From an optimization exercise on the open Yosys and OpenROAD flow, aimed at small area; shortcuts taken in it are not production practice. Only simulation tests tie the RTL to the original design; equivalence was not proved. The flow treats the clock pin as an ideal source, which a real chip does not have. Power is estimated from default activity; no workload was simulated.

<file path="flow/config.mk">
export PLATFORM = sky130hd
export DESIGN_NAME = exp7_test5
export DESIGN_NICKNAME = exp7_test5
export VERILOG_FILES = /design/flow/design.v
export SDC_FILE = /design/flow/constraint.sdc
export NUM_CORES = 4
export LEC_CHECK = 0
export CAP_MARGIN = 20
export CORE_MARGIN = 2
export CORE_UTILIZATION = 40
export SLEW_MARGIN = 20
</file>
<file path="flow/constraint.sdc">
create_clock -name core_clock -period 20.0 [get_ports {clk}]
set_input_delay 4.0000 -clock core_clock [delete_from_list [all_inputs] [get_ports {clk}]]
set_output_delay 4.0000 -clock core_clock [all_outputs]
set_load 0.01 [all_outputs]
</file>
<file path="flow/design.v">
module exp7_test5(clk,rst_div,rst,p_1,p_2,p_3,p_4,host,jt,jf,en1,en2,en3,P_LED,ds,a,b,c,d,e,f,g,h,sound,row,col,out_1hz,out_10hz,out_100hz,out_1khz);
input clk,rst_div;
input rst,p_1,p_2,p_3,p_4,host,jt,jf;
output en1,en2,en3;
output [3:0]P_LED;
output [7:0]ds;
output a,b,c,d,e,f,g;
output h;
output sound;
output [15:0] row;
output [3:0] col;
output out_1hz,out_10hz,out_100hz,out_1khz;
localparam [14:0] TERM = 15'h77b9;
reg [14:0] lf;
wire term = (lf == TERM);
always @(posedge clk)
	if (!rst_div || term) lf <= 15'd0;
	else lf <= {lf[13:0], ~(lf[14] ^ lf[13])};
reg khz, h100, h10, h1;
reg [2:0] ca, cb, cc;
function [2:0] inc5;
	input [2:0] x;
	inc5 = {x[1] & x[0], x[1] ^ x[0], ~(x[0] | x[2])};
endfunction
wire ea = term & khz;
wire eh100 = ea & ca[2];
wire eb = eh100 & h100;
wire eh10 = eb & cb[2];
wire ec = eh10 & h10;
wire eh1 = ec & cc[2];
always @(posedge clk)
	if (!rst_div) begin
		khz <= 1'b0; h100 <= 1'b0; h10 <= 1'b0; h1 <= 1'b0;
		ca <= 3'd0; cb <= 3'd0; cc <= 3'd0;
	end else begin
		khz <= khz ^ term;
		if (ea) ca <= inc5(ca);
		h100 <= h100 ^ eh100;
		if (eb) cb <= inc5(cb);
		h10 <= h10 ^ eh10;
		if (ec) cc <= inc5(cc);
		h1 <= h1 ^ eh1;
	end
wire tick = rst_div & term & ~khz;
assign out_1khz = khz;
assign out_100hz = h100;
assign out_10hz = h10;
assign out_1hz = h1;
reg [1:0] st;
reg [2:0] P;
reg [3:0] s1, s2, s3, s4;
assign en1 = st[0];
assign en2 = st[1];
assign en3 = ~(st[0] | st[1]);
wire anyp = ~(p_1 & p_2 & p_3 & p_4);
wire t1 = P[0] & ~P[1];
wire t2 = P[1] & ~P[0];
wire t3 = P[1] & P[0];
wire t4 = P[2];
assign P_LED = {~t1, ~t2, ~t3, ~t4};
assign sound = anyp & khz;
function [3:0] upd;
	input [3:0] s;
	input up;
	reg [3:0] t;
	begin
		t[0] = up | (|s);
		t[1] = up ? s[0] : (~s[0] & (|s[3:1]));
		t[2] = up ? (&s[1:0]) : (~|s[1:0] & (|s[3:2]));
		t[3] = up ? (&s[2:0]) : (~|s[2:0] & s[3]);
		upd = s ^ t;
	end
endfunction
always @(posedge clk or negedge rst)
	if (!rst) begin
		st <= 2'b00; P <= 3'd0;
		s1 <= 4'd0; s2 <= 4'd0; s3 <= 4'd0; s4 <= 4'd0;
	end else if (tick) begin
		if (st[0] & anyp) begin
			case ({p_1,p_2,p_3,p_4})
				4'b0111: P <= 3'd1;
				4'b1011: P <= 3'd2;
				4'b1101: P <= 3'd3;
				4'b1110: P <= 3'd4;
				default: ;
			endcase
			st <= 2'b10;
		end else if (st[1] & ~(jt & jf)) begin
			if (t1) s1 <= upd(s1, ~jt);
			if (t2) s2 <= upd(s2, ~jt);
			if (t3) s3 <= upd(s3, ~jt);
			if (t4) s4 <= upd(s4, ~jt);
			st <= 2'b00;
		end else if (en3 & ~host) begin
			P <= 3'd0;
			st <= 2'b01;
		end
	end
reg [2:0] w, wp;
reg [3:0] colr;
assign col = colr;
always @(posedge clk)
	if (!rst_div) begin
		w <= 3'd0; wp <= 3'd0; colr <= 4'd0;
	end else if (tick) begin
		wp <= w;
		w <= (&s1) ? 3'd1 : (&s2) ? 3'd2 : (&s3) ? 3'd3 : (&s4) ? 3'd4 : 3'd0;
		colr <= {colr[3] ^ (&colr[2:0]), colr[2] ^ (&colr[1:0]), colr[1] ^ colr[0], ~colr[0]};
	end
wire W1 = wp[0] & ~wp[1];
wire W2 = wp[1] & ~wp[0];
wire W3 = wp[1] & wp[0];
wire W4 = wp[2];
wire [15:0] cpd = 16'd1 << (colr - 4'd1);
wire pF  = (W1 & cpd[7]) | ((W2 | W3) & cpd[10]) | (W4 & (cpd[3] | cpd[11]));
wire pP2 = (W2 & cpd[4]) | (W3 & cpd[3]);
wire pP3 = W3 & cpd[6];
wire pP4a = W4 & (cpd[4] | cpd[5] | cpd[6]);
wire pP4b = W4 & cpd[7];
wire pP4c = W4 & (cpd[8] | cpd[9] | cpd[10]);
wire [5:0] rc;  
assign rc[5] = pF | pP4a | pP4b | pP4c;
assign rc[4] = pF | pP4b;
assign rc[3] = pF | pP2 | pP4b;
assign rc[2] = pF | pP2 | pP3 | pP4b;
assign rc[1] = pF | pP2 | pP3 | pP4a | pP4b;
assign rc[0] = pF | pP2 | pP3;
assign row = {rc[5], rc[4], rc[3], rc[3], rc[2], rc[1], rc[0], rc[0],
              rc[0], rc[0], rc[1], rc[2], rc[3], rc[3], rc[4], rc[5]};
assign ds = ~(8'b1000_0000 >> colr[2:0]);
reg [3:0] sc;
always @(*)
	case (colr[2:1])
		2'd0: sc = s4;
		2'd1: sc = s3;
		2'd2: sc = s2;
		default: sc = s1;
	endcase
reg [6:0] seg;
always @(*)
	case ({colr[0], sc})
		5'd0: seg = 7'b1111110;
		5'd1: seg = 7'b0110000;
		5'd2: seg = 7'b1101101;
		5'd3: seg = 7'b1111001;
		5'd4: seg = 7'b0110011;
		5'd5: seg = 7'b1011011;
		5'd6: seg = 7'b1011111;
		5'd7: seg = 7'b1110000;
		5'd8: seg = 7'b1111111;
		5'd9: seg = 7'b1111011;
		5'd10: seg = 7'b1111110;
		5'd11: seg = 7'b0110000;
		5'd12: seg = 7'b1101101;
		5'd13: seg = 7'b1111001;
		5'd14: seg = 7'b0110011;
		5'd15: seg = 7'b1011011;
		5'd16: seg = 7'b1111110;
		5'd17: seg = 7'b1111110;
		5'd18: seg = 7'b1111110;
		5'd19: seg = 7'b1111110;
		5'd20: seg = 7'b1111110;
		5'd21: seg = 7'b1111110;
		5'd22: seg = 7'b1111110;
		5'd23: seg = 7'b1111110;
		5'd24: seg = 7'b1111110;
		5'd25: seg = 7'b1111110;
		5'd26: seg = 7'b0110000;
		5'd27: seg = 7'b0110000;
		5'd28: seg = 7'b0110000;
		5'd29: seg = 7'b0110000;
		5'd30: seg = 7'b0110000;
		5'd31: seg = 7'b0110000;
		default: seg = 7'b0000000;
	endcase
assign {a,b,c,d,e,f,g} = seg;
assign h = 1'b0;
endmodule
</file>
<file path="flow/run.sh">
#!/bin/bash
# synth_recipe.tcl (not shown) runs the flow's synth.tcl, then flattens the netlist and writes it again
# the make line also repeats each setting of config.mk as NAME=value (left out here)
make -C /OpenROAD-flow-scripts/flow DESIGN_CONFIG=/design/flow/config.mk WORK_HOME=/design/flow/orfs CLKGATE_MAP_FILE= SYNTH_SCRIPT=/design/flow/synth_recipe.tcl finish
</file>
==> flow_metrics.py, run 1 <==
metrics = {
    "status": {
        "status": "timing/DRC/antenna clean",
    },
    "critical_path": {
        "rrSetupSlack_ns": 16.87,
        "cp.required_ns": 16.00,
        "cp_slowest_cell": "clkdlybuf4s50_1",
        "arrival_ns": 5.52,
        "setup.worst_path.class": "primary input to output port",
        "slowest_delay_ns": 0.60,
        "worstRegToRegCells": 11,
        "cp_cell_sequence": "clkdlybuf4s50_1 > nand4_1 > and2_1 > clkdlybuf4s50_1",
        "cp_top_family": "buffers and inverters",
        "path_buf_inv": 2,
        "cpMostUsedCell": "clkdlybuf4s50_1",
        "path_max_fanout": 6,
        "path_depth": 4,
        "startpoint_type": "primary input",
        "end_kind": "output port",
    },
    "routing": {
        "wire_per_inst_um": 13.1,
        "drt-vias-per-instance": 5.32,
        "detail_route.wirelength_um": 7090,
        "ant_nets": 0,
        "dr.pass1.iters": 4,
        "drtIter0Drc": 114,
        "remaining_drc_errors": 0,
        "vias": 2879,
    },
    "finish": {
        "finalNetCount": 458,
        "areaGrowthSynthToFinish_pct": 20.7,
        "fillers": 821,
        "diodes": 0,
        "layout-drive-gt1-share": 0.0808,
    },
    "placed_design": {
        "io_buffers": 56,
        "hpwl_um": 5070,
        "post-place-ws_ns": 10.51,
        "place_congestion": 0.793,
    },
    "power": {
        "ir_drop_mv": 0.0334,
        "p_clk_frac": 0.456,
        "power_frac_comb": 0.045,
        "internal_power_w": 0.000182,
        "netSwitchingPower_w": 0.0000577,
        "pwr-share-seq": 0.499,
        "powerDensity_nw_per_um2": 56.4,
        "switching_share": 0.241,
        "leakage_nw": 1.76,
    },
    "yosys": {
        "synth_area_per_cell_um2": 8.87,
        "syn_inst": 396,
        "yosysWarningCount": 1,
        "synth_ff_type": "dfxtp_1",
        "ys_seq_area_frac": 0.366,
        "async_flop_share": 0.356,
        "syn_area_um2": 3510,
        "synth_edf_count": 0,
        "syn_nets": 426,
        "ys_types": 50,
        "ys_seq_elements": 59,
    },
    "floorplanning": {
        "core_um2": 8640,
        "ios": 58,
        "die-area_um2": 9550,
        "initial_core_util": 0.407,
        "fp-row-count": 34,
        "die_y_um": 97.7,
        "die-width_um": 97.7,
    },
    "timing": {
        "slew-limit-headroom": 0.312,
        "worstMarginPinSlew_ns": 1.02,
        "clock_skew_ns": 0.00868,
        "setup_slack_ns": 10.48,
        "finalSetupTns_ns": 0,
        "rsz0062_at_grt": "false",
        "timing.fmax_ghz": 0.105,
        "fin_crit_sh": 0.476,
        "layout_min_cycle_time_ns": 9.52,
        "final_hold_viol_count": 0,
        "setup_violations": 0,
        "drv_slew": 0,
    },
    "clock_tree": {
        "clk_latency_ns": 0.35,
        "htree_levels": 3,
        "cts_root_buf": "clkbuf_8",
        "holdBufCountCts": 0,
        "postCtsSetupBuffers": 0,
        "clkSinkCount": 59,
        "cts_tree": "yes",
        "cts_buffers": 9,
        "path_clk_slew_ns": 0.07,
        "post_cts_resized": 0,
        "cts_buffer_depth": 2,
    },
    "grt": {
        "grt_pass1_wl_um": 12500,
        "grt_usage": 0.159,
        "grt_max_degree": 40,
        "grt_pass1_vias": 2668,
        "grt_overflow": 0,
        "antenna_found_initial": 0,
    },
    "min_path": {
        "hold_depth": 2,
        "hp-class": "register to register",
    },
    "flow_run": {
        "cap_violations": 0,
    },
}
## final timing paths
kind	start	end
max reg2reg	lf[2]	h1
min reg2reg	w[2]	wp[2]
min in group asynchronous	rst	s1[2]
min	w[2]	wp[2]
max	p_3	sound
max in group asynchronous	rst	s3[3]
## worst min-delay path, delay by kind of cell (launching register included)
kind | cells | cell delay [ns]
flops | 1 | 0.32
simple gates | 2 | 0.09
## per-stage QoR
| stage | utilization | total power (W) | hold slack (ns) | cell area [um^2] | cells |
|---|---|---|---|---|---|
| after CTS | 0.491 | 0.000243 | 0.449 | 4240 | 541 |
| after global routing | 0.491 | 0.000250 | 0.463 | 4240 | 541 |
| final | 0.491 | 0.000239 | 0.446 | 4240 | 541 |
| after global placement | 0.468 | 0.000133 | 0.433 | 4040 | 525 |
| after floorplan | - | 0.000128 | 0.423 | 3510 | 396 |
| after detailed placement | 0.468 | 0.000133 | 0.440 | 4040 | 525 |
## cell usage after synthesis, drive strengths merged, types with 9 or more instances
master  count  area [um^2]
inv        17         63.8
a21oi      10         50.1
nor2       16         60.1
and3       16          101
nand3      17         85.1
mux2i      15          150
ha         20          250
and2        9         56.3
xnor2       9         78.8
dfrtp      21          526
o22ai       9         56.3
clkbuf     25         93.8
buf        11         82.6
nand2      40          150
nor2b      12         75.1
o21ai      16         80.1
xor2       10         87.6
dfxtp      38          761
## state kept, by name, summed over array words and instances, names as in the netlist, 4 cells and up
name / count
lf: 15
s2: 4
colr: 4
s1: 4
s3: 4
s4: 4
## layout by cell type (no fill, tap or decap), drive strengths merged, types with 4 or more instances in the layout
cell / synthesis / layout
xor2: 10 / 10
a21oi: 10 / 10
dfrtp: 21 / 21
clkbuf: 25 / 9
inv: 17 / 19
and2: 9 / 9
o21a: 5 / 5
nor2: 16 / 16
xnor2: 9 / 9
nor3: 4 / 4
nand2b: 7 / 7
ha: 20 / 20
nand4: 5 / 5
dfxtp: 38 / 38
or3: 7 / 7
nor3b: 4 / 4
clkdlybuf4s50: 0 / 55
and3: 16 / 16
nor2b: 12 / 12
mux2i: 15 / 15
a31oi: 4 / 4
o22ai: 9 / 9
or4: 4 / 4
o21ai: 16 / 16
nor4: 4 / 4
nand2: 40 / 40
mux4: 4 / 4
nand3: 17 / 17
## power groups by stage
stage	clock network, W	registers, W	logic, W
detailed placement	0	0.000122	0.0000107
CTS	0.000113	0.000119	0.0000108
global placement	0	0.000122	0.0000106
finish	0.000109	0.000119	0.0000107
global route	0.000118	0.000120	0.0000119
floorplan	0	0.000122	0.00000600
## metal layers
layer / part of all wire / GRT usage / up-vias
li1: - / - / 1458
met1: 0.50 / 0.209 / 1336
met2: 0.42 / 0.254 / 73
met3: 0.052 / 0.0266 / 12
met4: 0.022 / 0.0769 / 0
met5: 0 / 0 / -
## cell type report
type,instances,area (um^2),area share
Timing Repair Buffer,57,563,0.133
Multi-Input combinational cell,284,1990,0.470
Tap cell,108,135,0.0319
Clock buffer,9,124,0.0292
Clock inverter,7,75.1,0.0177
Inverter,17,63.8,0.0150
Sequential cell,59,1290,0.303
## cells by family after synthesis
kind of cell             count (synthesis)  share of synthesized area
AND/OR/NAND/NOR                        150                      0.227
XOR/XNOR                                19                     0.0474
buffers and inverters                   53                     0.0684
multiplexers                            22                     0.0780
AO/OA/AOI/OAI                           71                      0.138
adder cells (fa/ha/maj)                 21                     0.0741
flip-flops                              59                      0.366
other                                    1                    0.00107
==> run 2: changes to the inputs <==
--- a/flow/design.v
+++ b/flow/design.v
@@ -12,13 +12,15 @@
 output out_1hz,out_10hz,out_100hz,out_1khz;
-localparam [14:0] TERM = 15'h77b9;
+localparam [14:0] LF_START = 15'h537a;
+localparam [14:0] LF_TERM = 15'h7dd5;
+localparam [14:0] LF_MASK = 15'h557f;
 reg [14:0] lf;
-wire term = (lf == TERM);
+wire term = ((lf & LF_MASK) == (LF_TERM & LF_MASK));
 always @(posedge clk)
-	if (!rst_div || term) lf <= 15'd0;
-	else lf <= {lf[13:0], ~(lf[14] ^ lf[13])};
+	if (!rst_div || term) lf <= LF_START;
+	else lf <= {~lf[13:0], lf[14] ^ lf[13]};
 reg khz, h100, h10, h1;
 reg [2:0] ca, cb, cc;
-function [2:0] inc5;
+function [2:0] tg5;
 	input [2:0] x;
-	inc5 = {x[1] & x[0], x[1] ^ x[0], ~(x[0] | x[2])};
+	tg5 = {x[2] | (x[1] & x[0]), x[0], ~x[2]};
 endfunction
@@ -36,7 +38,7 @@
 		khz <= khz ^ term;
-		if (ea) ca <= inc5(ca);
+		ca <= ca ^ (tg5(ca) & {3{ea}});
 		h100 <= h100 ^ eh100;
-		if (eb) cb <= inc5(cb);
+		cb <= cb ^ (tg5(cb) & {3{eb}});
 		h10 <= h10 ^ eh10;
-		if (ec) cc <= inc5(cc);
+		cc <= cc ^ (tg5(cc) & {3{ec}});
 		h1 <= h1 ^ eh1;
@@ -61,14 +63,18 @@
 assign sound = anyp & khz;
-function [3:0] upd;
-	input [3:0] s;
-	input up;
-	reg [3:0] t;
-	begin
-		t[0] = up | (|s);
-		t[1] = up ? s[0] : (~s[0] & (|s[3:1]));
-		t[2] = up ? (&s[1:0]) : (~|s[1:0] & (|s[3:2]));
-		t[3] = up ? (&s[2:0]) : (~|s[2:0] & s[3]);
-		upd = s ^ t;
-	end
-endfunction
+wire up = ~jt;
+wire go1 = tick & st[0] & anyp;
+wire go2 = tick & st[1] & ~(jt & jf);
+wire go3 = tick & en3 & ~host;
+wire [3:0] ss = ({4{t1}} & s1) | ({4{t2}} & s2) | ({4{t3}} & s3) | ({4{t4}} & s4);
+wire [3:0] tg;
+assign tg[0] = up | (|ss);
+assign tg[1] = up ? ss[0] : (~ss[0] & (|ss[3:1]));
+assign tg[2] = up ? (&ss[1:0]) : (~|ss[1:0] & (|ss[3:2]));
+assign tg[3] = up ? (&ss[2:0]) : (~|ss[2:0] & ss[3]);
+wire [3:0] tm = go2 ? tg : 4'd0;
+wire o1 = ~p_1 & p_2 & p_3 & p_4;
+wire o2 = p_1 & ~p_2 & p_3 & p_4;
+wire o3 = p_1 & p_2 & ~p_3 & p_4;
+wire o4 = p_1 & p_2 & p_3 & ~p_4;
+wire [2:0] Pn = {o4, o2 | o3, o1 | o3};
 always @(posedge clk or negedge rst)
@@ -77,22 +83,9 @@
 		s1 <= 4'd0; s2 <= 4'd0; s3 <= 4'd0; s4 <= 4'd0;
-	end else if (tick) begin
-		if (st[0] & anyp) begin
-			case ({p_1,p_2,p_3,p_4})
-				4'b0111: P <= 3'd1;
-				4'b1011: P <= 3'd2;
-				4'b1101: P <= 3'd3;
-				4'b1110: P <= 3'd4;
-				default: ;
-			endcase
-			st <= 2'b10;
-		end else if (st[1] & ~(jt & jf)) begin
-			if (t1) s1 <= upd(s1, ~jt);
-			if (t2) s2 <= upd(s2, ~jt);
-			if (t3) s3 <= upd(s3, ~jt);
-			if (t4) s4 <= upd(s4, ~jt);
-			st <= 2'b00;
-		end else if (en3 & ~host) begin
-			P <= 3'd0;
-			st <= 2'b01;
-		end
+	end else begin
+		st <= {go1 | (st[1] & ~go2), go3 | (st[0] & ~go1)};
+		P <= go1 ? Pn : go3 ? 3'd0 : P;
+		s1 <= s1 ^ (tm & {4{t1}});
+		s2 <= s2 ^ (tm & {4{t2}});
+		s3 <= s3 ^ (tm & {4{t3}});
+		s4 <= s4 ^ (tm & {4{t4}});
 	end
@@ -104,6 +97,8 @@
 		w <= 3'd0; wp <= 3'd0; colr <= 4'd0;
-	end else if (tick) begin
-		wp <= w;
-		w <= (&s1) ? 3'd1 : (&s2) ? 3'd2 : (&s3) ? 3'd3 : (&s4) ? 3'd4 : 3'd0;
-		colr <= {colr[3] ^ (&colr[2:0]), colr[2] ^ (&colr[1:0]), colr[1] ^ colr[0], ~colr[0]};
+	end else begin
+		if (tick) begin
+			wp <= w;
+			w <= (&s1) ? 3'd1 : (&s2) ? 3'd2 : (&s3) ? 3'd3 : (&s4) ? 3'd4 : 3'd0;
+		end
+		colr <= colr ^ ({&colr[2:0], &colr[1:0], colr[0], 1'b1} & {4{tick}});
 	end
@@ -113,3 +108,7 @@
 wire W4 = wp[2];
-wire [15:0] cpd = 16'd1 << (colr - 4'd1);
+wire [15:0] cpd;  
+genvar gk;
+generate for (gk = 0; gk < 16; gk = gk + 1) begin : g_cpd
+	assign cpd[gk] = (colr == ((gk + 1) % 16));
+end endgenerate
 wire pF  = (W1 & cpd[7]) | ((W2 | W3) & cpd[10]) | (W4 & (cpd[3] | cpd[11]));
@@ -129,3 +128,5 @@
               rc[0], rc[0], rc[1], rc[2], rc[3], rc[3], rc[4], rc[5]};
-assign ds = ~(8'b1000_0000 >> colr[2:0]);
+generate for (gk = 0; gk < 8; gk = gk + 1) begin : g_ds
+	assign ds[7 - gk] = (colr[2:0] != gk);
+end endgenerate
 reg [3:0] sc;
==> flow/flow/run.sh (new file) <==
#!/bin/bash
# Standard layout, but the port buffers use the smallest buffer cell.
set -euo pipefail
export BUFFER_PORTS_ARGS="-buffer_cell sky130_fd_sc_hd__buf_1"
bash standard.sh > standard.log 2>&1
==> flow/standard.sh (new file) <==
#!/bin/bash
# synth_recipe.tcl (not shown) runs the flow's synth.tcl, then flattens the netlist and writes it again
# the make line also repeats each setting of config.mk as NAME=value (left out here)
make -C /OpenROAD-flow-scripts/flow DESIGN_CONFIG=/design/flow/config.mk WORK_HOME=/design/flow/orfs CLKGATE_MAP_FILE= SYNTH_SCRIPT=/design/flow/synth_recipe.tcl "${@:-finish}"
removed: flow/run.sh
==> run 2 against run 1 <==
Against the previous run:
- global-route usage barely moved
- still clean
- critical path depth did not move
- synthesized cell count fell by 13%
- clock-buffer cell count rose by 3
- via count fell by 12%
- core utilization fell by 1.8 points
- sequential share of layout area rose by 4.7 points
- hold slack got worse by 0.078 ns
- largest power group is now the clock network
- highest routed layer unchanged
==> flow_metrics.py, run 2 <==
metrics = {
    "grt": {
        "grt_use_met2": 0.235,
        "grt_pass1_wl_um": 11000,
        "antenna_found_initial": 0,
        "grt_most_used_layer": "met2",
        "met1_usage": 0.223,
        "grt_usage": 0.159,
        "grt_max_degree": 32,
        "grt_overflow": 0,
        "grt_pass1_vias": 2302,
        "gr-usage-met3": 0.0401,
    },
    "power": {
        "powerDensity_nw_per_um2": 68.2,
        "p_clk_frac": 0.494,
        "netSwitchingPower_w": 0.0000525,
        "switching_share": 0.209,
        "p_total_w": 0.000251,
        "ir_drop_mv": 0.0568,
        "internal_power_w": 0.000198,
        "leakage_nw": 1.45,
        "power_frac_comb": 0.024,
        "pwr-share-seq": 0.481,
    },
    "finish": {
        "fin_cells": 497,
        "largest-register": "lf",
        "layout_commonest_cell": "buf_1",
        "finalNetCount": 410,
        "largest_register_ffs": 15,
        "layout-drive-gt1-share": 0.0937,
        "fillers": 772,
        "areaGrowthSynthToFinish_pct": 13.8,
        "diodes": 0,
        "mostFrequentLayoutCells": "buf_1 (55), nand2_1 (40), dfxtp_1 (38)",
    },
    "critical_path": {
        "arrival_ns": 4.70,
        "cp.required_ns": 16.00,
        "worstRegToRegCells": 10,
        "cp_cell_sequence": "buf_1 > nand4_1 > and2_1 > buf_1",
        "path_max_fanout": 4,
        "path_buf_inv": 2,
        "cp_slowest_cell": "and2_1",
        "r2r_start": "lf[3]",
        "rrSetupSlack_ns": 17.36,
        "cpMostUsedCell": "buf_1",
        "slowest_delay_ns": 0.21,
        "setup.worst_path.class": "primary input to output port",
        "cp_top_family": "simple AND/OR/NAND/NOR gates",
        "r2r-end": "cc[0]",
        "startpoint_type": "primary input",
        "end_kind": "output port",
    },
    "clock_tree": {
        "post_cts_resized": 0,
        "cts_buffer_depth": 2,
        "clk_latency_ns": 0.33,
        "cts_root_buf": "clkbuf_8",
        "path_clk_slew_ns": 0.06,
        "holdBufCountCts": 0,
        "htree_levels": 3,
        "cts_buffers": 9,
        "postCtsSetupBuffers": 0,
        "cts_tree": "yes",
        "clkSinkCount": 59,
    },
    "floorplanning": {
        "die-area_um2": 8810,
        "die_y_um": 93.9,
        "ios": 58,
        "die-width_um": 93.9,
        "initial_core_util": 0.416,
        "fp-row-count": 32,
        "core_um2": 7770,
    },
    "timing": {
        "worstMarginPinSlew_ns": 0.770,
        "drv_slew": 0,
        "rsz0062_at_grt": "false",
        "clock_skew_ns": 0.00773,
        "slew-limit-headroom": 0.486,
        "timing.fmax_ghz": 0.115,
        "finalSetupTns_ns": 0,
        "fin_crit_sh": 0.435,
        "setup_violations": 0,
        "final_hold_viol_count": 0,
        "layout_min_cycle_time_ns": 8.70,
    },
    "yosys": {
        "synth_area_per_cell_um2": 9.34,
        "ys_types": 55,
        "synth.top_cell.area_share": 0.235,
        "syn_area_um2": 3230,
        "yosysWarningCount": 1,
        "synth_edf_count": 0,
        "syn_inst": 346,
        "yosys-top-cells-area": "dfxtp_1 (24%), dfrtp_1 (16%), xnor2_1 (7.0%)",
        "synth.most_common_cell": "nand2_1",
        "syn_nets": 366,
        "yosys-top-cells-count": "nand2_1 (40), dfxtp_1 (38), o21ai_0 (26), xnor2_1 (26), dfrtp_1 (21)",
        "async_flop_share": 0.356,
        "ys_seq_area_frac": 0.398,
        "synth_ff_type": "dfxtp_1",
        "synth_top_area_cell": "dfxtp_1",
        "ys_seq_elements": 59,
    },
    "routing": {
        "ant_nets": 0,
        "drtIter0Drc": 118,
        "remaining_drc_errors": 0,
        "dr.pass1.iters": 4,
        "wire_per_inst_um": 13.2,
        "detail_route.wirelength_um": 6550,
        "drt-vias-per-instance": 5.12,
        "vias": 2546,
    },
    "min_path": {
        "hold_depth": 1,
        "min-delay-start": "lf[7]",
        "hp-class": "register to register",
        "whs_endpoint": "lf[8]",
    },
    "status": {
        "status": "timing/DRC/antenna clean",
    },
    "placed_design": {
        "io_buffers": 56,
        "place_inst": 481,
        "place_congestion": 0.852,
        "hpwl_um": 4630,
    },
    "flow_run": {
        "cap_violations": 0,
    },
}
-- run 2: routing by layer --
| metal | routed length [um] | part of all wire |
|---|---|---|
| met1 | 3280 | 0.50 |
| met2 | 2800 | 0.43 |
| met3 | 427 | 0.065 |
| met4 | 50 | 0.0076 |
| met5 | 0 | 0 |
-- run 2: how the worst max path moves through the flow --
stage | slack [ns] | from | cells past startpoint | endpoint
floorplan | 11.66 | p_4 | 2 | sound
global placement | 11.34 | p_3 | 4 | sound
detailed placement | 11.29 | p_3 | 4 | sound
CTS | 11.29 | p_3 | 4 | sound
global route | 11.22 | p_1 | 4 | sound
finish | 11.30 | p_3 | 4 | sound
-- run 2: metrics by stage --
step,utilization,instance area (um^2),worst slack [ns],hold slack [ns]
finish,0.473,3680,11.30,0.368
global route,0.473,3680,11.22,0.375
CTS,0.473,3670,11.29,0.369
detailed placement,0.442,3430,11.29,0.356
global placement,0.442,3430,11.34,0.348
floorplan,-,3230,11.66,0.343
-- run 2: cell families after synthesis --
| logic type | share of synthesized area |
|---|---|
| other cells | 0.00116 |
| flops | 0.398 |
| mux | 0.0686 |
| xor+xnor | 0.0868 |
| compound gates | 0.112 |
| buf+inv | 0.0577 |
| fa+ha+maj | 0.0387 |
| simple gates | 0.237 |
-- run 2: worst reg2reg max path: stages, from the launching register on --
cell       delay (ns)
dfxtp_1          0.31
nand4bb_1        0.26
nor4_1           0.48
ha_1             0.32
and2_1           0.17
ha_1             0.22
and2_1           0.15
ha_1             0.20
nor2b_1          0.20
xor2_1           0.08
and2_1           0.16
-- run 2: power by group through the flow --
stage	clock [W]	combinational, W	sequential (W)
floorplan	0	0.00000353	0.000123
global placement	0	0.00000605	0.000123
detailed placement	0	0.00000626	0.000123
CTS	0.000128	0.00000622	0.000121
global route	0.000134	0.00000711	0.000121
finish	0.000124	0.00000613	0.000121
-- run 2: layout make-up --
class / count / area (um^2) / area share
clock buffer: 12 / 188 / 0.0511
clock inverter: 4 / 52.6 / 0.0143
inverter: 10 / 37.5 / 0.0102
multi-input combinational: 252 / 1760 / 0.478
sequential: 59 / 1290 / 0.350
tap: 102 / 128 / 0.0347
timing repair buffer: 58 / 226 / 0.0616
==> run 3: changes to the inputs <==
==> flow/run.sh (new file) <==
#!/bin/bash
# synth_recipe.tcl (not shown) runs the flow's synth.tcl, then flattens the netlist and writes it again
# the make line also repeats each setting of config.mk as NAME=value (left out here)
make -C /OpenROAD-flow-scripts/flow DESIGN_CONFIG=/design/flow/config.mk WORK_HOME=/design/flow/orfs CLKGATE_MAP_FILE= SYNTH_SCRIPT=/design/flow/synth_recipe.tcl finish
removed: flow/flow/run.sh
removed: flow/standard.sh
==> run 3 against run 2 <==
Against the previous run:
- area after synthesis unchanged
- flip-flop and latch count did not move
- die area unchanged
- sequential share of layout area fell by 2.7 points
- fmax is 7.5% lower
- largest power group is now registers
- highest routed layer unchanged
==> flow_metrics.py, run 3 <==
metrics = {
    "grt": {
        "met1_usage": 0.220,
        "grt_use_met2": 0.250,
        "grt_pass1_wl_um": 11300,
        "grt_most_used_layer": "met2",
        "grt_max_degree": 33,
        "grt_usage": 0.161,
        "grt_overflow": 0,
        "antenna_found_initial": 0,
        "grt_pass1_vias": 2393,
        "gr-usage-met3": 0.0329,
    },
    "power": {
        "powerDensity_nw_per_um2": 59.3,
        "leakage_nw": 1.57,
        "p_total_w": 0.000236,
        "ir_drop_mv": 0.0416,
    },
    "timing": {
        "final_hold_viol_count": 0,
        "layout_min_cycle_time_ns": 9.40,
        "worstMarginPinSlew_ns": 0.921,
        "setup_slack_ns": 10.60,
        "slew-limit-headroom": 0.384,
        "setup_violations": 0,
        "drv_slew": 0,
        "clock_skew_ns": 0.00892,
        "finalSetupTns_ns": 0,
        "timing.fmax_ghz": 0.106,
        "fin_crit_sh": 0.470,
        "rsz0062_at_grt": "false",
    },
    "clock_tree": {
        "postCtsSetupBuffers": 0,
        "cts_buffers": 9,
        "post_cts_resized": 0,
        "clk_latency_ns": 0.32,
        "path_clk_slew_ns": 0.07,
        "holdBufCountCts": 0,
        "cts_buffer_depth": 2,
        "cts_tree": "yes",
        "clkSinkCount": 59,
        "htree_levels": 3,
        "cts_root_buf": "clkbuf_8",
    },
    "floorplanning": {
        "fp-row-count": 32,
        "core_um2": 7770,
        "die_y_um": 93.9,
        "die-area_um2": 8810,
        "initial_core_util": 0.416,
        "ios": 58,
        "die-width_um": 93.9,
    },
    "finish": {
        "register_area_um2": 1290,
        "diodes": 0,
        "largest-register": "lf",
        "layout_commonest_cell": "clkdlybuf4s50_1",
        "fillers": 781,
        "finalNetCount": 409,
        "largest_register_ffs": 15,
        "fin_util": 0.513,
        "areaGrowthSynthToFinish_pct": 23.3,
        "multi_input_area_um2": 1760,
        "layout-drive-gt1-share": 0.0863,
        "mostFrequentLayoutCells": "clkdlybuf4s50_1 (56), nand2_1 (40), dfxtp_1 (38)",
    },
    "routing": {
        "wire_per_inst_um": 13.4,
        "detail_route.wirelength_um": 6640,
        "vias": 2543,
        "dr.pass1.iters": 4,
        "ant_nets": 0,
        "drt-vias-per-instance": 5.13,
        "drtIter0Drc": 111,
        "remaining_drc_errors": 0,
    },
    "yosys": {
        "yosys-top-cells-count": "nand2_1 (40), dfxtp_1 (38), o21ai_0 (26), xnor2_1 (26), dfrtp_1 (21)",
        "ys_seq_elements": 59,
        "synth_edf_count": 0,
        "yosys.area_share.simple": 0.237,
        "yosys-top-cells-area": "dfxtp_1 (24%), dfrtp_1 (16%), xnor2_1 (7.0%)",
        "synth_top_area_cell": "dfxtp_1",
        "ys_types": 55,
        "synth_fa_ha_area_frac": 0.0387,
        "async_flop_share": 0.356,
        "ys_seq_area_frac": 0.398,
        "synth.most_common_cell": "nand2_1",
        "synth.top_cell.area_share": 0.235,
        "synth_ff_type": "dfxtp_1",
        "synth_compound_area_frac": 0.112,
        "syn_nets": 366,
        "synth_top_family_by_area": "simple AND/OR/NAND/NOR gates",
        "synth_xor_area_frac": 0.0868,
        "synth_area_per_cell_um2": 9.34,
        "syn_inst": 346,
        "yosysWarningCount": 1,
        "synth_mux_area_frac": 0.0686,
        "syn_area_um2": 3230,
    },
    "critical_path": {
        "worstRegToRegCells": 10,
        "r2r_start": "lf[3]",
        "setup.worst_path.start": "p_3",
        "cp.required_ns": 16.00,
        "rrSetupSlack_ns": 17.33,
        "startpoint_type": "primary input",
        "setup.worst_path.class": "primary input to output port",
        "arrival_ns": 5.40,
        "r2r-end": "cc[0]",
        "path_max_fanout": 4,
        "end_kind": "output port",
        "worstSetupEndpoint": "sound",
    },
    "placed_design": {
        "io_buffers": 56,
        "post-place-ws_ns": 10.59,
        "hpwl_um": 4820,
        "place_congestion": 0.918,
    },
    "min_path": {
        "hp-class": "register to register",
    },
    "flow_run": {
        "cap_violations": 0,
    },
    "status": {
        "status": "timing/DRC/antenna clean",
    },
}
[run 3: critical path, stage by stage]
cell	delay, ns
clkdlybuf4s50_1	0.54
nand4_1	0.18
and2_1	0.21
clkdlybuf4s50_1	0.47
[run 3: kinds of logic after synthesis]
group | count (synthesis)
AO/OA/AOI/OAI | 56
XOR/XNOR | 32
adder cells (fa/ha/maj) | 10
buffers and inverters | 35
flip-flops | 59
multiplexers | 16
other | 1
AND/OR/NAND/NOR | 137
[run 3: area by class of cell]
type | instances | area share
Multi-Input combinational cell | 252 | 0.441
Sequential cell | 59 | 0.323
Timing Repair Buffer | 57 | 0.143
Clock buffer | 14 | 0.0487
Tap cell | 102 | 0.0320
Inverter | 10 | 0.00942
Clock inverter | 2 | 0.00314
[run 3: how the worst min path moves through the flow]
stage          startpoint  endpoint  slack (ns)  cells past startpoint
6_report            lf[7]     lf[8]        0.37                      1
4_1_cts            lf[11]    lf[12]        0.37                      1
5_1_grt             lf[7]     lf[8]        0.38                      1
2_1_floorplan      lf[11]    lf[12]        0.34                      1
3_3_place_gp        lf[7]     lf[8]        0.35                      1
3_5_place_dp        lf[7]     lf[8]        0.35                      1
[run 3: metrics by stage]
step                instances  cell area [um^2]  hold WS, ns
floorplan                 346              3230        0.343
global placement          480              3780        0.347
detailed placement        480              3780        0.354
CTS                       496              3980        0.368
global route              496              3980        0.384
finish                    496              3980        0.365
[run 3: metal layers]
layer  vias to the layer above  wire length [um]  share of wire
li1                       1283                 -              -
met1                      1174              3240           0.49
met2                        80              2950           0.44
met3                         6               385          0.058
met4                         0                64         0.0096
met5                         -                 0              0
[run 3: power by group]
part	internal [W]	total [W]	switching, W
clock network	0.0000629	0.000108	0.0000453
registers	0.000120	0.000121	0.000000936
logic	0.00000324	0.00000710	0.00000385
==> run 4: changes to the inputs <==
==> flow/flow/run.sh (new file) <==
#!/bin/bash
# Standard ORFS layout with three changes:
#  - synthesis: same script, but no half/full-adder extraction and an area-oriented
#    ABC script (flow/abc_area_deep.script); registers are mapped exactly as standard;
#  - port buffers use the smallest buffer, sky130_fd_sc_hd__buf_1;
#  - clock tree built from smaller clock buffers, without dummy loads.
set -euo pipefail
W=$(pwd)
S=$W/scripts_synth
mkdir -p "$S"
for f in "$FLOW_HOME"/scripts/*; do ln -sf "$f" "$S/$(basename "$f")"; done
rm -f "$S/synth.tcl" "$S/abc_speed.script"
sed 's/^  \[env_var_exists_and_non_empty ADDER_MAP_FILE\] &&$/  0 \&\&/' "$FLOW_HOME/scripts/synth.tcl" > "$S/synth.tcl"
grep -q '^  0 &&$' "$S/synth.tcl"
cp "$W/flow/abc_area_deep.script" "$S/abc_speed.script"

SCRIPTS_DIR=$S bash standard.sh synth > synth.log 2>&1

export BUFFER_PORTS_ARGS="-buffer_cell sky130_fd_sc_hd__buf_1"
export CTS_ARGS="-sink_clustering_enable -repair_clock_nets -dont_use_dummy_load -buf_list sky130_fd_sc_hd__clkbuf_4 -root_buf sky130_fd_sc_hd__clkbuf_8 -sink_clustering_size 12 -sink_clustering_max_diameter 50"
bash standard.sh > layout.log 2>&1
==> flow/flow/abc_area_deep.script (new file) <==
strash
&get -n
&deepsyn -T 20
&put
dch -f
map -a
strash
dch -f
map -a
topo
==> flow/standard.sh (new file) <==
#!/bin/bash
# synth_recipe.tcl (not shown) runs the flow's synth.tcl, then flattens the netlist and writes it again
# the make line also repeats each setting of config.mk as NAME=value (left out here)
make -C /OpenROAD-flow-scripts/flow DESIGN_CONFIG=/design/flow/config.mk WORK_HOME=/design/flow/orfs CLKGATE_MAP_FILE= SYNTH_SCRIPT=/design/flow/synth_recipe.tcl "${@:-finish}"
removed: flow/run.sh
==> run 4 against run 3 <==
Against the previous run:
- still clean
- total power decreased by 11%
- clock power is 26% lower
- die area is 15% lower
- fmax up 9.1%
==> flow_metrics.py, run 4 <==
metrics = {
    "timing": {
        "worstMarginPinSlew_ns": 0.806,
        "timing.fmax_ghz": 0.116,
        "setup_violations": 0,
        "slew-limit-headroom": 0.456,
        "final_hold_viol_count": 0,
        "layout_min_cycle_time_ns": 8.62,
        "clock_skew_ns": 0.0292,
        "rsz0062_at_grt": "false",
        "fin_crit_sh": 0.431,
        "drv_slew": 0,
        "finalSetupTns_ns": 0,
    },
    "clock_tree": {
        "cts_tree": "yes",
        "cts_buffer_depth": 2,
        "cts_root_buf": "clkbuf_8",
        "clk_latency_ns": 0.35,
        "post_cts_resized": 0,
        "postCtsSetupBuffers": 0,
        "htree_levels": 3,
        "holdBufCountCts": 0,
        "path_clk_slew_ns": 0.08,
        "cts_buffers": 9,
        "clkSinkCount": 59,
    },
    "finish": {
        "layout_commonest_cell": "clkinv_1",
        "layout-drive-gt1-share": 0.0320,
        "diodes": 0,
        "mostFrequentLayoutCells": "clkinv_1 (58), buf_1 (56), nand2_1 (53)",
        "finalNetCount": 418,
        "largest-register": "lf",
        "areaGrowthSynthToFinish_pct": 13.3,
        "largest_register_ffs": 15,
        "fillers": 712,
    },
    "critical_path": {
        "end_kind": "output port",
        "path_max_fanout": 3,
        "worstRegToRegCells": 11,
        "cp_cell_sequence": "buf_1 > nand3_1 > nor2_1 > nor2_1 > buf_1",
        "arrival_ns": 4.62,
        "cp_slowest_cell": "nor2_1",
        "rrSetupSlack_ns": 16.42,
        "setup.worst_path.class": "primary input to output port",
        "cp.required_ns": 16.00,
        "slowest_delay_ns": 0.17,
        "startpoint_type": "primary input",
    },
    "yosys": {
        "ys_seq_elements": 59,
        "synth_ff_type": "dfxtp_1",
        "async_flop_share": 0.356,
        "synth.top_cell.area_share": 0.278,
        "synth_xor_area_frac": 0.0545,
        "ys_seq_area_frac": 0.470,
        "synth_fa_ha_area_frac": 0,
        "syn_inst": 351,
        "syn_nets": 361,
        "syn_area_um2": 2730,
        "synth_area_per_cell_um2": 7.79,
        "synth_top_area_cell": "dfxtp_1",
        "synth_top_family_by_area": "simple AND/OR/NAND/NOR gates",
        "ys_types": 31,
        "yosys.area_share.simple": 0.209,
        "yosysWarningCount": 1,
        "yosys-top-cells-count": "clkinv_1 (58), nand2_1 (53), nor2_1 (52)",
        "synth_compound_area_frac": 0.155,
        "synth.most_common_cell": "clkinv_1",
        "yosys-top-cells-area": "dfxtp_1 (28%), dfrtp_1 (19%), clkinv_1 (8.0%)",
        "synth_edf_count": 0,
        "synth_mux_area_frac": 0,
    },
    "floorplanning": {
        "ios": 58,
        "die_y_um": 86.7,
        "die-area_um2": 7510,
        "die-width_um": 86.7,
        "initial_core_util": 0.407,
        "core_um2": 6720,
        "fp-row-count": 30,
    },
    "grt": {
        "grt_max_degree": 14,
        "grt_usage": 0.170,
        "antenna_found_initial": 0,
        "grt_pass1_vias": 2154,
        "grt_overflow": 0,
        "grt_pass1_wl_um": 10100,
    },
    "routing": {
        "drtIter0Drc": 107,
        "ant_nets": 0,
        "detail_route.wirelength_um": 6100,
        "drt-vias-per-instance": 4.99,
        "wire_per_inst_um": 12.6,
        "remaining_drc_errors": 0,
        "vias": 2423,
        "dr.pass1.iters": 4,
    },
    "power": {
        "leakage_nw": 1.15,
        "powerDensity_nw_per_um2": 68.0,
        "p_total_w": 0.000210,
        "ir_drop_mv": 0.0357,
    },
    "placed_design": {
        "io_buffers": 56,
        "hpwl_um": 4650,
        "place_congestion": 0.886,
    },
    "status": {
        "status": "timing/DRC/antenna clean",
    },
    "min_path": {
        "hold_depth": 1,
        "hp-class": "register to register",
    },
    "flow_run": {
        "cap_violations": 0,
    },
}
[run 4: worst max-delay path: cells and delay by family]
kind | cells | cell delay, ns
buffers and inverters | 2 | 0.26
and+or+nand+nor | 3 | 0.36
[run 4: kinds of logic after synthesis]
| group | Yosys count |
|---|---|
| and+or+nand+nor | 137 |
| AOI/OAI and AO/OA | 68 |
| DFF | 59 |
| other | 1 |
| buffers and inverters | 69 |
| xor gates and xnor gates | 17 |
[run 4: worst paths after layout]
kind | from | to
setup / recovery | p_1 | sound
hold / removal | lf[5] | lf[6]
setup reg to reg | lf[8] | s2[3]
hold reg to reg | lf[5] | lf[6]
max in group asynchronous | rst | s3[0]
min in group asynchronous | rst | s2[2]
[run 4: per-stage QoR]
stage	util	area [um^2]	cells	hold WS, ns	setup slack (ns)
CTS	0.461	3100	486	0.373	11.39
global placement	0.441	2960	476	0.357	11.42
detailed placement	0.442	2970	477	0.359	11.39
global route	0.461	3100	486	0.388	11.31
finish	0.461	3100	486	0.368	11.38
floorplan	-	2730	351	0.352	11.72
[run 4: power breakdown]
part           internal (W)  switching (W)    total, W
combinational    0.00000261     0.00000594  0.00000855
clock             0.0000399      0.0000405   0.0000804
sequential         0.000120     0.00000129    0.000122
total              0.000163      0.0000477    0.000210
[run 4: layout make-up]
class,instances,area [um^2],share of cell area
flip-flops and latches,59,1290,0.415
well taps,80,100,0.0323
clock buffers,9,124,0.0400
repair buffers,57,221,0.0715
multi-input cells,223,1150,0.371
inverters,58,218,0.0703
[run 4: metal layers]
layer / vias up / GRT usage / routed length (um)
met5: - / 0 / 0
met4: 0 / 0.0639 / 93
met3: 13 / 0.0400 / 246
met2: 54 / 0.258 / 2630
met1: 1092 / 0.236 / 3130
li1: 1264 / - / -
==> run 5: changes to the inputs <==
--- a/flow/flow/run.sh
+++ b/flow/flow/run.sh
@@ -19,3 +19,3 @@
 export BUFFER_PORTS_ARGS="-buffer_cell sky130_fd_sc_hd__buf_1"
-export CTS_ARGS="-sink_clustering_enable -repair_clock_nets -dont_use_dummy_load -buf_list sky130_fd_sc_hd__clkbuf_4 -root_buf sky130_fd_sc_hd__clkbuf_8 -sink_clustering_size 12 -sink_clustering_max_diameter 50"
+export CTS_ARGS="-sink_clustering_enable -repair_clock_nets -dont_use_dummy_load -buf_list sky130_fd_sc_hd__clkbuf_4 -root_buf sky130_fd_sc_hd__clkbuf_4 -sink_clustering_size 10 -sink_clustering_max_diameter 40"
 bash standard.sh > layout.log 2>&1
==> run 5 against run 4 <==
Against the previous run:
- still clean
- core utilization is 0.84 points lower
- combinational power hardly changed
- flip-flop and latch count stayed put
- largest power group unchanged
- die area stayed put
- via count hardly changed
- non-clock buffer count stayed put
- largest cell class unchanged
==> flow_metrics.py, run 5 <==
metrics = {
    "grt": {
        "grt_pass1_wl_um": 10200,
        "grt_pass1_vias": 2170,
        "grt_overflow": 0,
        "grt_usage": 0.173,
        "antenna_found_initial": 0,
        "grt_max_degree": 14,
    },
    "timing": {
        "rsz0062_at_grt": "false",
        "fin_crit_sh": 0.430,
        "drv_slew": 0,
        "clock_skew_ns": 0.0459,
        "worstMarginPinSlew_ns": 0.806,
        "slew-limit-headroom": 0.456,
        "setup_violations": 0,
        "final_hold_viol_count": 0,
        "layout_min_cycle_time_ns": 8.61,
        "finalSetupTns_ns": 0,
        "timing.fmax_ghz": 0.116,
    },
    "clock_tree": {
        "clk_latency_ns": 0.42,
        "post_cts_resized": 0,
        "htree_levels": 3,
        "holdBufCountCts": 0,
        "cts_buffers": 9,
        "path_clk_slew_ns": 0.12,
        "cts_root_buf": "clkbuf_4",
        "clkSinkCount": 59,
        "cts_buffer_depth": 2,
        "postCtsSetupBuffers": 0,
        "cts_tree": "yes",
    },
    "critical_path": {
        "slowest_delay_ns": 0.17,
        "startpoint_type": "primary input",
        "arrival_ns": 4.61,
        "cp_cell_sequence": "buf_1 > nand3_1 > nor2_1 > nor2_1 > buf_1",
        "cp_top_family": "simple AND/OR/NAND/NOR gates",
        "cp.required_ns": 16.00,
        "setup.worst_path.class": "primary input to output port",
        "cp_slowest_cell": "nor2_1",
        "path_buf_inv": 2,
        "path_max_fanout": 3,
        "end_kind": "output port",
    },
    "floorplanning": {
        "core_um2": 6720,
        "die_y_um": 86.7,
        "fp-row-count": 30,
        "die-width_um": 86.7,
        "die-area_um2": 7510,
        "ios": 58,
        "initial_core_util": 0.407,
    },
    "yosys": {
        "ys_seq_area_frac": 0.470,
        "syn_inst": 351,
        "synth_edf_count": 0,
        "yosys-top-cells-count": "clkinv_1 (58), nand2_1 (53), nor2_1 (52)",
        "yosys-top-cells-area": "dfxtp_1 (28%), dfrtp_1 (19%), clkinv_1 (8.0%)",
        "yosysWarningCount": 1,
        "syn_nets": 361,
        "async_flop_share": 0.356,
        "synth_area_per_cell_um2": 7.79,
        "ys_seq_elements": 59,
        "synth.most_common_cell": "clkinv_1",
        "ys_types": 31,
        "synth.top_cell.area_share": 0.278,
        "synth_ff_type": "dfxtp_1",
        "synth_top_area_cell": "dfxtp_1",
        "syn_area_um2": 2730,
    },
    "finish": {
        "mostFrequentLayoutCells": "clkinv_1 (58), buf_1 (56), nand2_1 (53)",
        "finalNetCount": 418,
        "multi_input_area_um2": 1150,
        "diodes": 0,
        "largest-register": "lf",
        "layout_commonest_cell": "clkinv_1",
        "fillers": 725,
        "largest_register_ffs": 15,
        "layout-drive-gt1-share": 0.0320,
        "fin_util": 0.453,
        "register_area_um2": 1290,
        "areaGrowthSynthToFinish_pct": 11.2,
    },
    "power": {
        "p_total_w": 0.000188,
        "p_clk_frac": 0.310,
        "power_frac_comb": 0.045,
        "switching_share": 0.238,
        "internal_power_w": 0.000144,
        "leakage_nw": 1.12,
        "pwr-share-seq": 0.644,
        "netSwitchingPower_w": 0.0000448,
        "ir_drop_mv": 0.0304,
        "powerDensity_nw_per_um2": 61.9,
    },
    "routing": {
        "ant_nets": 0,
        "drtIter0Drc": 107,
        "dr.pass1.iters": 4,
        "wire_per_inst_um": 12.5,
        "drt-vias-per-instance": 4.99,
        "detail_route.wirelength_um": 6050,
        "remaining_drc_errors": 0,
        "vias": 2424,
    },
    "min_path": {
        "hp-class": "register to register",
    },
    "flow_run": {
        "cap_violations": 0,
    },
    "placed_design": {
        "io_buffers": 56,
        "place_congestion": 0.886,
        "hpwl_um": 4650,
    },
    "status": {
        "status": "timing/DRC/antenna clean",
    },
}
run 5: cell counts after synthesis:
No cell type changed its count.
run 5: cell families (layout without fill, tap and decap cells):
kind of cell           Yosys count  count (layout)  share of synthesized area
other                            1               1                    0.00137
buffers and inverters           69             124                      0.110
AO/OA/AOI/OAI                   68              68                      0.155
AND/OR/NAND/NOR                137             137                      0.209
flip-flops                      59              59                      0.470
XOR/XNOR                        17              17                     0.0545
run 5: final timing paths:
kind / from / endpoint / slack (ns) / cells past startpoint
setup / recovery: p_1 / sound / 11.39 / 5
max in group asynchronous: rst / s3[0] / 15.87 / 2
min in group asynchronous: rst / s2[2] / 3.60 / 1
hold reg to reg: lf[5] / lf[6] / 0.36 / 1
hold / removal: lf[5] / lf[6] / 0.36 / 1
setup reg to reg: lf[8] / s2[3] / 16.42 / 11
run 5: power groups by stage:
| stage | Sequential [W] | Clock [W] | Combinational (W) |
|---|---|---|---|
| after global routing | 0.000122 | 0.0000661 | 0.00000972 |
| final | 0.000121 | 0.0000585 | 0.00000854 |
| after CTS | 0.000121 | 0.0000606 | 0.00000869 |
| after global placement | 0.000124 | 0 | 0.00000824 |
| after detailed placement | 0.000124 | 0 | 0.00000867 |
| after floorplan | 0.000124 | 0 | 0.00000487 |
run 5: through the flow:
step                      setup WS [ns]  cells  area (um^2)  hold slack (ns)
after detailed placement          11.39    477         2970            0.359
after global routing              11.31    486         3040            0.376
after CTS                         11.39    486         3040            0.362
after floorplan                   11.72    351         2730            0.352
final                             11.39    486         3040            0.357
after global placement            11.42    476         2960            0.357
run 5: worst reg2reg max path: cells and delay by family (launching register included):
family	cells	cell delay [ns]
flip-flops	1	0.36
XOR/XNOR	1	0.16
AND/OR/NAND/NOR	6	1.63
buffers and inverters	2	0.66
AO/OA/AOI/OAI	2	0.62
run 5: layer usage:
metal  up-vias  routed length (um)  global-route usage
li1       1266                   -                   -
met1      1083                3080               0.237
met2        63                2600               0.259
met3        12                 257              0.0486
met4         0                 116              0.0639
met5         -                   0                   0
run 5: area by class of cell:
type / instances / share of cell area
Timing Repair Buffer: 57 / 0.0728
Tap cell: 80 / 0.0329
Clock buffer: 9 / 0.0222
Inverter: 58 / 0.0716
Multi-Input combinational cell: 223 / 0.377
Sequential cell: 59 / 0.423
==> run 6: changes to the inputs <==
--- a/flow/flow/run.sh
+++ b/flow/flow/run.sh
@@ -19,3 +19,3 @@
 export BUFFER_PORTS_ARGS="-buffer_cell sky130_fd_sc_hd__buf_1"
-export CTS_ARGS="-sink_clustering_enable -repair_clock_nets -dont_use_dummy_load -buf_list sky130_fd_sc_hd__clkbuf_4 -root_buf sky130_fd_sc_hd__clkbuf_4 -sink_clustering_size 10 -sink_clustering_max_diameter 40"
+export CTS_ARGS="-sink_clustering_enable -repair_clock_nets -dont_use_dummy_load -buf_list sky130_fd_sc_hd__clkbuf_4 -root_buf sky130_fd_sc_hd__clkbuf_4 -sink_clustering_size 20 -sink_clustering_max_diameter 60"
 bash standard.sh > layout.log 2>&1
==> run 6 against run 5 <==
Against the previous run:
- clock power about the same
- core utilization unchanged
- die area unchanged
- combinational power about the same
- cell count unchanged
- sequential power about the same
- hold slack unchanged
- largest power group unchanged
- still clean
==> flow_metrics.py, run 6 <==
metrics = {
    "yosys": {
        "synth_ff_type": "dfxtp_1",
        "synth_top_area_cell": "dfxtp_1",
        "syn_inst": 351,
        "ys_types": 31,
        "syn_nets": 361,
        "synth_area_per_cell_um2": 7.79,
        "async_flop_share": 0.356,
        "ys_seq_area_frac": 0.470,
        "yosys-top-cells-area": "dfxtp_1 (28%), dfrtp_1 (19%), clkinv_1 (8.0%)",
        "synth.top_cell.area_share": 0.278,
        "yosysWarningCount": 1,
        "syn_area_um2": 2730,
        "synth_edf_count": 0,
        "ys_seq_elements": 59,
        "synth.most_common_cell": "clkinv_1",
        "yosys-top-cells-count": "clkinv_1 (58), nand2_1 (53), nor2_1 (52)",
    },
    "clock_tree": {
        "post_cts_resized": 0,
        "htree_levels": 3,
        "cts_buffer_depth": 2,
        "postCtsSetupBuffers": 0,
        "path_clk_slew_ns": 0.12,
        "cts_root_buf": "clkbuf_4",
        "cts_buffers": 9,
        "clkSinkCount": 59,
        "holdBufCountCts": 0,
        "cts_tree": "yes",
        "clk_latency_ns": 0.42,
    },
    "critical_path": {
        "worstRegToRegCells": 11,
        "cp_cell_sequence": "buf_1 > nand3_1 > nor2_1 > nor2_1 > buf_1",
        "path_buf_inv": 2,
        "r2r_start": "lf[8]",
        "rrSetupSlack_ns": 16.42,
        "cp.required_ns": 16.00,
        "slowest_delay_ns": 0.17,
        "arrival_ns": 4.61,
        "cp_slowest_cell": "nor2_1",
        "startpoint_type": "primary input",
        "r2r-end": "s2[3]",
        "path_max_fanout": 3,
        "cp_top_family": "simple AND/OR/NAND/NOR gates",
        "setup.worst_path.class": "primary input to output port",
        "end_kind": "output port",
    },
    "floorplanning": {
        "core_um2": 6720,
        "die_y_um": 86.7,
        "die-width_um": 86.7,
        "fp-row-count": 30,
        "ios": 58,
        "initial_core_util": 0.407,
        "die-area_um2": 7510,
    },
    "grt": {
        "antenna_found_initial": 0,
        "grt_max_degree": 14,
        "grt_pass1_vias": 2170,
        "grt_overflow": 0,
        "grt_pass1_wl_um": 10200,
        "grt_usage": 0.173,
    },
    "finish": {
        "areaGrowthSynthToFinish_pct": 11.2,
        "finalNetCount": 418,
        "layout_commonest_cell": "clkinv_1",
        "largest-register": "lf",
        "largest_register_ffs": 15,
        "mostFrequentLayoutCells": "clkinv_1 (58), buf_1 (56), nand2_1 (53)",
        "diodes": 0,
        "layout-drive-gt1-share": 0.0320,
    },
    "routing": {
        "top_layer_used": "met4",
        "drt-vias-per-instance": 4.99,
        "drtIter0Drc": 107,
        "detail_route.wirelength_um": 6050,
        "vias": 2424,
        "met1_length_um": 3080,
        "ant_nets": 0,
        "remaining_drc_errors": 0,
        "met2WireLength_um": 2600,
        "wire_per_inst_um": 12.5,
        "wl_met3_um": 257,
        "dr.pass1.iters": 4,
    },
    "timing": {
        "fin_crit_sh": 0.430,
        "slew-limit-headroom": 0.456,
        "setup_slack_ns": 11.39,
        "layout_min_cycle_time_ns": 8.61,
        "drv_slew": 0,
        "setup_violations": 0,
        "clock_skew_ns": 0.0459,
        "rsz0062_at_grt": "false",
        "finalSetupTns_ns": 0,
        "timing.fmax_ghz": 0.116,
        "final_hold_viol_count": 0,
        "worstMarginPinSlew_ns": 0.806,
    },
    "placed_design": {
        "hpwl_um": 4650,
        "io_buffers": 56,
        "place_congestion": 0.886,
        "post-place-ws_ns": 11.39,
    },
    "power": {
        "powerDensity_nw_per_um2": 61.9,
        "switching_share": 0.238,
        "ir_drop_mv": 0.0304,
        "leakage_nw": 1.12,
        "pwr-share-seq": 0.644,
        "power_frac_comb": 0.045,
        "p_clk_frac": 0.310,
        "netSwitchingPower_w": 0.0000448,
        "internal_power_w": 0.000144,
    },
    "min_path": {
        "min-delay-start": "lf[5]",
        "hp-class": "register to register",
        "whs_endpoint": "lf[6]",
        "hold_depth": 1,
    },
    "flow_run": {
        "cap_violations": 0,
    },
    "status": {
        "status": "timing/DRC/antenna clean",
    },
}
## run 6: cell counts after synthesis
No cell type changed its count.
## run 6: through the flow
step,utilization,cell area (um^2),total power (W),std cells,hold slack [ns]
after global routing,0.453,3040,0.000197,486,0.376
after global placement,0.441,2960,0.000132,476,0.357
after floorplan,-,2730,0.000129,351,0.352
after CTS,0.453,3040,0.000191,486,0.362
final,0.453,3040,0.000188,486,0.357
after detailed placement,0.442,2970,0.000133,477,0.359
## run 6: kinds of logic (layout without fill, tap and decap cells)
family          after synthesis  in the layout  synth area share
compound gates               68             68             0.155
flops                        59             59             0.470
other cells                   1              1           0.00137
xor+xnor                     17             17            0.0545
buf+inv                      69            124             0.110
simple gates                137            137             0.209
## run 6: cell type report
class	count	area, um^2
fill	725	3680
sequential	59	1290
multi-input combinational	223	1150
timing repair buffer	57	221
inverter	58	218
tap	80	100
clock buffer	9	67.6
## run 6: worst max-delay path by stage
stage | start | end | cells after the start
6_report | p_1 | sound | 5
5_1_grt | p_2 | sound | 5
4_1_cts | p_1 | sound | 5
3_5_place_dp | p_1 | sound | 5
3_3_place_gp | p_2 | sound | 5
2_1_floorplan | p_2 | sound | 3
## run 6: power by group through the flow
stage	Sequential [W]	Clock, W	Combinational (W)
floorplan	0.000124	0	0.00000487
global placement	0.000124	0	0.00000824
detailed placement	0.000124	0	0.00000867
CTS	0.000121	0.0000606	0.00000869
global route	0.000122	0.0000661	0.00000972
finish	0.000121	0.0000585	0.00000854
## run 6: per-layer routing
metal / GRT usage / vias to the layer above
met5: 0 / -
met4: 0.0639 / 0
met3: 0.0486 / 12
met2: 0.259 / 63
met1: 0.237 / 1083
li1: - / 1266
## run 6: worst reg2reg max path: stages, from the launching register on
cell	delay, ns
dfxtp_1	0.36
nand2_1	0.06
nor3_1	0.22
nor3b_1	0.39
clkinv_1	0.15
nor3_1	0.50
clkinv_1	0.51
a21oi_1	0.31
o311ai_0	0.31
nor2_1	0.35
nand2_1	0.11
xor2_1	0.16
==> run 7: changes to the inputs <==
--- a/flow/flow/run.sh
+++ b/flow/flow/run.sh
@@ -5,3 +5,4 @@
 #  - port buffers use the smallest buffer, sky130_fd_sc_hd__buf_1;
-#  - clock tree built from smaller clock buffers, without dummy loads.
+#  - clock tree built from clkbuf_4 cells without dummy loads; after CTS, a clock buffer
+#    whose sinks see a slow edge is upsized (flow/post_cts.tcl).
 set -euo pipefail
@@ -20,2 +21,3 @@
 export CTS_ARGS="-sink_clustering_enable -repair_clock_nets -dont_use_dummy_load -buf_list sky130_fd_sc_hd__clkbuf_4 -root_buf sky130_fd_sc_hd__clkbuf_4 -sink_clustering_size 20 -sink_clustering_max_diameter 60"
+export POST_CTS_TCL=$W/flow/post_cts.tcl
 bash standard.sh > layout.log 2>&1
==> flow/flow/abc_area_deep.script (replaced) <==
strash
&get -n
&deepsyn -T 20
&put
dch -f
amap -F 5 -A 5
topo
==> flow/flow/post_cts.tcl (new file) <==
estimate_parasitics -placement
set swapped 0
foreach inst [get_cells -quiet clkbuf_*] {
  set ref [get_property $inst ref_name]
  set mx 0
  foreach pin [get_pins -quiet -of_objects [get_nets -of_objects [get_pins -of_objects $inst -filter "direction == output"]] -filter "direction == input"] {
    set s [get_property $pin slew_max]
    if {$s > $mx} { set mx $s }
  }
  if {$mx > 0.090} {
    set big ""
    if {$ref == "sky130_fd_sc_hd__clkbuf_4"} { set big sky130_fd_sc_hd__clkbuf_8 }
    if {$ref == "sky130_fd_sc_hd__clkbuf_8"} { set big sky130_fd_sc_hd__clkbuf_16 }
    if {$big != ""} {
      replace_cell $inst $big
      incr swapped
      puts "post_cts: [get_name $inst] $ref -> $big (sink slew [format %.3f $mx] ns)"
    }
  }
}
if {$swapped > 0} {
  detailed_placement
  check_placement -verbose
  estimate_parasitics -placement
}
==> run 7 against run 6 <==
Against the previous run:
- still clean on timing, DRC and antenna
- global-route usage grew 0.064 points
- clock-buffer cell count did not move
- area after synthesis is 1.3% lower
- first-iteration DRC count up 46%
- cell count down 3.7%
- total power increased by 0.47%
- non-clock buffer count did not move
- die area decreased by 1.3%
- critical path type unchanged
==> flow_metrics.py, run 7 <==
metrics = {
    "power": {
        "power_frac_comb": 0.028,
        "netSwitchingPower_w": 0.0000407,
        "switching_share": 0.215,
        "pwr-share-seq": 0.636,
        "ir_drop_mv": 0.0293,
        "p_clk_frac": 0.336,
        "powerDensity_nw_per_um2": 62.8,
        "p_total_w": 0.000189,
        "internal_power_w": 0.000148,
        "leakage_nw": 1.04,
    },
    "yosys": {
        "syn_area_um2": 2700,
        "synth_ff_type": "dfxtp_1",
        "ys_types": 40,
        "synth.most_common_cell": "nor2_1",
        "synth_area_per_cell_um2": 8.03,
        "syn_nets": 346,
        "synth_top_area_cell": "dfxtp_1",
        "synth_edf_count": 0,
        "yosys-top-cells-area": "dfxtp_1 (28%), dfrtp_1 (19%), nor2_1 (7.4%)",
        "async_flop_share": 0.356,
        "yosys-top-cells-count": "nor2_1 (53), clkinv_1 (52), dfxtp_1 (38)",
        "synth.top_cell.area_share": 0.282,
        "yosysWarningCount": 1,
        "ys_seq_elements": 59,
        "syn_inst": 336,
        "ys_seq_area_frac": 0.477,
    },
    "routing": {
        "vias": 2490,
        "drt-vias-per-instance": 5.32,
        "remaining_drc_errors": 0,
        "dr.pass1.iters": 4,
        "detail_route.wirelength_um": 6060,
        "ant_nets": 0,
        "wire_per_inst_um": 12.9,
        "drtIter0Drc": 156,
    },
    "min_path": {
        "hp-class": "register to register",
        "hold_depth": 1,
    },
    "finish": {
        "layout_commonest_cell": "buf_1",
        "design_area_um2": 3020,
        "mostFrequentLayoutCells": "buf_1 (56), nor2_1 (53), clkinv_1 (52)",
        "fin_cells": 468,
        "diodes": 0,
        "fin_util": 0.470,
        "areaGrowthSynthToFinish_pct": 11.8,
        "largest_register_ffs": 15,
        "finalNetCount": 403,
        "largest-register": "lf",
        "layout-drive-gt1-share": 0.0256,
    },
    "clock_tree": {
        "path_clk_slew_ns": 0.06,
        "clk_latency_ns": 0.33,
        "cts_tree": "yes",
        "clkSinkCount": 59,
    },
    "critical_path": {
        "startpoint_type": "primary input",
        "arrival_ns": 4.58,
        "end_kind": "output port",
        "path_max_fanout": 3,
        "cp_slowest_cell": "nor2b_1",
        "setup.worst_path.class": "primary input to output port",
        "slowest_delay_ns": 0.18,
        "worstRegToRegCells": 11,
        "cpMostUsedCell": "buf_1",
        "cp.required_ns": 16.00,
        "cp_cell_sequence": "buf_1 > nand3_1 > nor2b_1 > nor2_1 > buf_1",
    },
    "floorplanning": {
        "ios": 58,
        "die-width_um": 86.1,
        "fp-row-count": 29,
        "die_y_um": 86.1,
        "core_um2": 6420,
        "initial_core_util": 0.420,
        "die-area_um2": 7420,
    },
    "timing": {
        "final_hold_viol_count": 0,
        "fin_crit_sh": 0.429,
        "rsz0062_at_grt": "false",
        "setup_violations": 0,
        "clock_skew_ns": 0.0193,
        "finalSetupTns_ns": 0,
        "drv_slew": 0,
        "slew-limit-headroom": 0.377,
        "timing.fmax_ghz": 0.117,
        "layout_min_cycle_time_ns": 8.58,
        "worstMarginPinSlew_ns": 0.922,
    },
    "grt": {
        "grt_max_degree": 22,
        "grt_pass1_wl_um": 9920,
        "grt_usage": 0.173,
        "antenna_found_initial": 0,
        "grt_pass1_vias": 2160,
        "grt_overflow": 0,
    },
    "flow_run": {
        "cap_violations": 0,
    },
    "status": {
        "status": "timing/DRC/antenna clean",
    },
    "placed_design": {
        "place_inst": 459,
        "hpwl_um": 4560,
        "io_buffers": 56,
        "place_congestion": 0.869,
        "place_area_um2": 2930,
    },
}
## run 7: cell types whose count changed in the layout (fill, tap and decap cells not counted), sizes merged, moves of 4 or more
cell | before | now
nand2 | 53 | 37
o21ai | 19 | 27
o311a | 0 | 4
o22ai | 9 | 13
clkinv | 58 | 52
or3 | 0 | 5
xor2 | 16 | 0
nand3 | 10 | 6
a21oi | 18 | 11
## run 7: logic make-up after synthesis
group	Yosys count	share of synthesized area
AO/OA/AOI/OAI	86	0.212
buffers and inverters	63	0.103
flip-flops	59	0.477
other	1	0.00139
AND/OR/NAND/NOR	127	0.207
## run 7: layout make-up
type,instances,area (um^2)
Inverter,52,195
Clock buffer,9,86.3
Multi-Input combinational cell,214,1130
Sequential cell,59,1290
Tap cell,77,96.3
Fill cell,647,3410
Timing Repair Buffer,57,218
## run 7: power by group through the flow
stage / sequential [W] / clock, W / combinational, W
final: 0.000120 / 0.0000636 / 0.00000522
after global routing: 0.000121 / 0.0000724 / 0.00000612
after detailed placement: 0.000123 / 0 / 0.00000534
after global placement: 0.000123 / 0 / 0.00000524
after floorplan: 0.000123 / 0 / 0.00000246
## run 7: final timing paths
kind	from	to	slack, ns
setup / recovery	p_1	sound	11.42
hold / removal	lf[7]	lf[8]	0.36
hold reg to reg	lf[7]	lf[8]	0.36
max in group asynchronous	rst	s4[0]	16.14
setup reg to reg	lf[0]	s1[3]	16.84
min in group asynchronous	rst	s3[3]	3.63
## run 7: worst max-delay path, delay by kind of cell
| family | cells | cell delay [ns] |
|---|---|---|
| AND/OR/NAND/NOR | 3 | 0.34 |
| buffers and inverters | 2 | 0.24 |
## run 7: metal layers
layer / vias to the layer above / wire length [um] / track usage
met5: - / 0 / 0
li1: 1277 / - / -
met1: 1114 / 2780 / 0.227
met2: 87 / 2730 / 0.266
met3: 12 / 435 / 0.0549
met4: 0 / 114 / 0.0693
## run 7: through the flow
step           hold WS (ns)  setup WS (ns)
3_5_place_dp          0.350          11.41
2_1_floorplan         0.343          11.70
3_3_place_gp          0.346          11.44
6_report              0.365          11.42
5_1_grt               0.373          11.34

## static timing again, ports no longer ideal
The results above use ideal ports. As a check the final layouts listed here were re-extracted and re-timed, cells and wires unchanged.
Step 1, drivers: a clkbuf_16 drives clk and a buf_2 each remaining input, both assumed.
Step 2 times the ports against the registers' clock, not the clock port: input delays grow and output delays shrink by t, the midpoint of the rising clock arrivals with the driver on.
Three values: ideal, step 1, step 2; two values: the first two.
| run | shift t [ns] | slack for setup (ns) | worst register clock-pin slew, ns |
|---|---|---|---|
| run 1 | 0.370 | 10.481 / 10.458 / 10.458 | 0.08 / 0.08 |
| run 2 | 0.359 | 11.302 / 11.278 / 11.278 | 0.07 / 0.07 |
| run 3 | 0.345 | 10.599 / 10.576 / 10.576 | 0.07 / 0.07 |
| run 4 | 0.361 | 11.381 / 11.356 / 11.356 | 0.08 / 0.08 |
| run 5 | 0.424 | 11.391 / 11.367 / 11.367 | 0.12 / 0.12 |
| run 6 | 0.424 | 11.391 / 11.367 / 11.367 | 0.12 / 0.12 |
| run 7 | 0.344 | 11.420 / 11.398 / 11.398 | 0.08 / 0.08 |
After both steps every run listed still meets setup and hold. The setup slack of run 4, which loses most, moves by -0.025 ns with the drivers and by -0.025 ns with both steps.
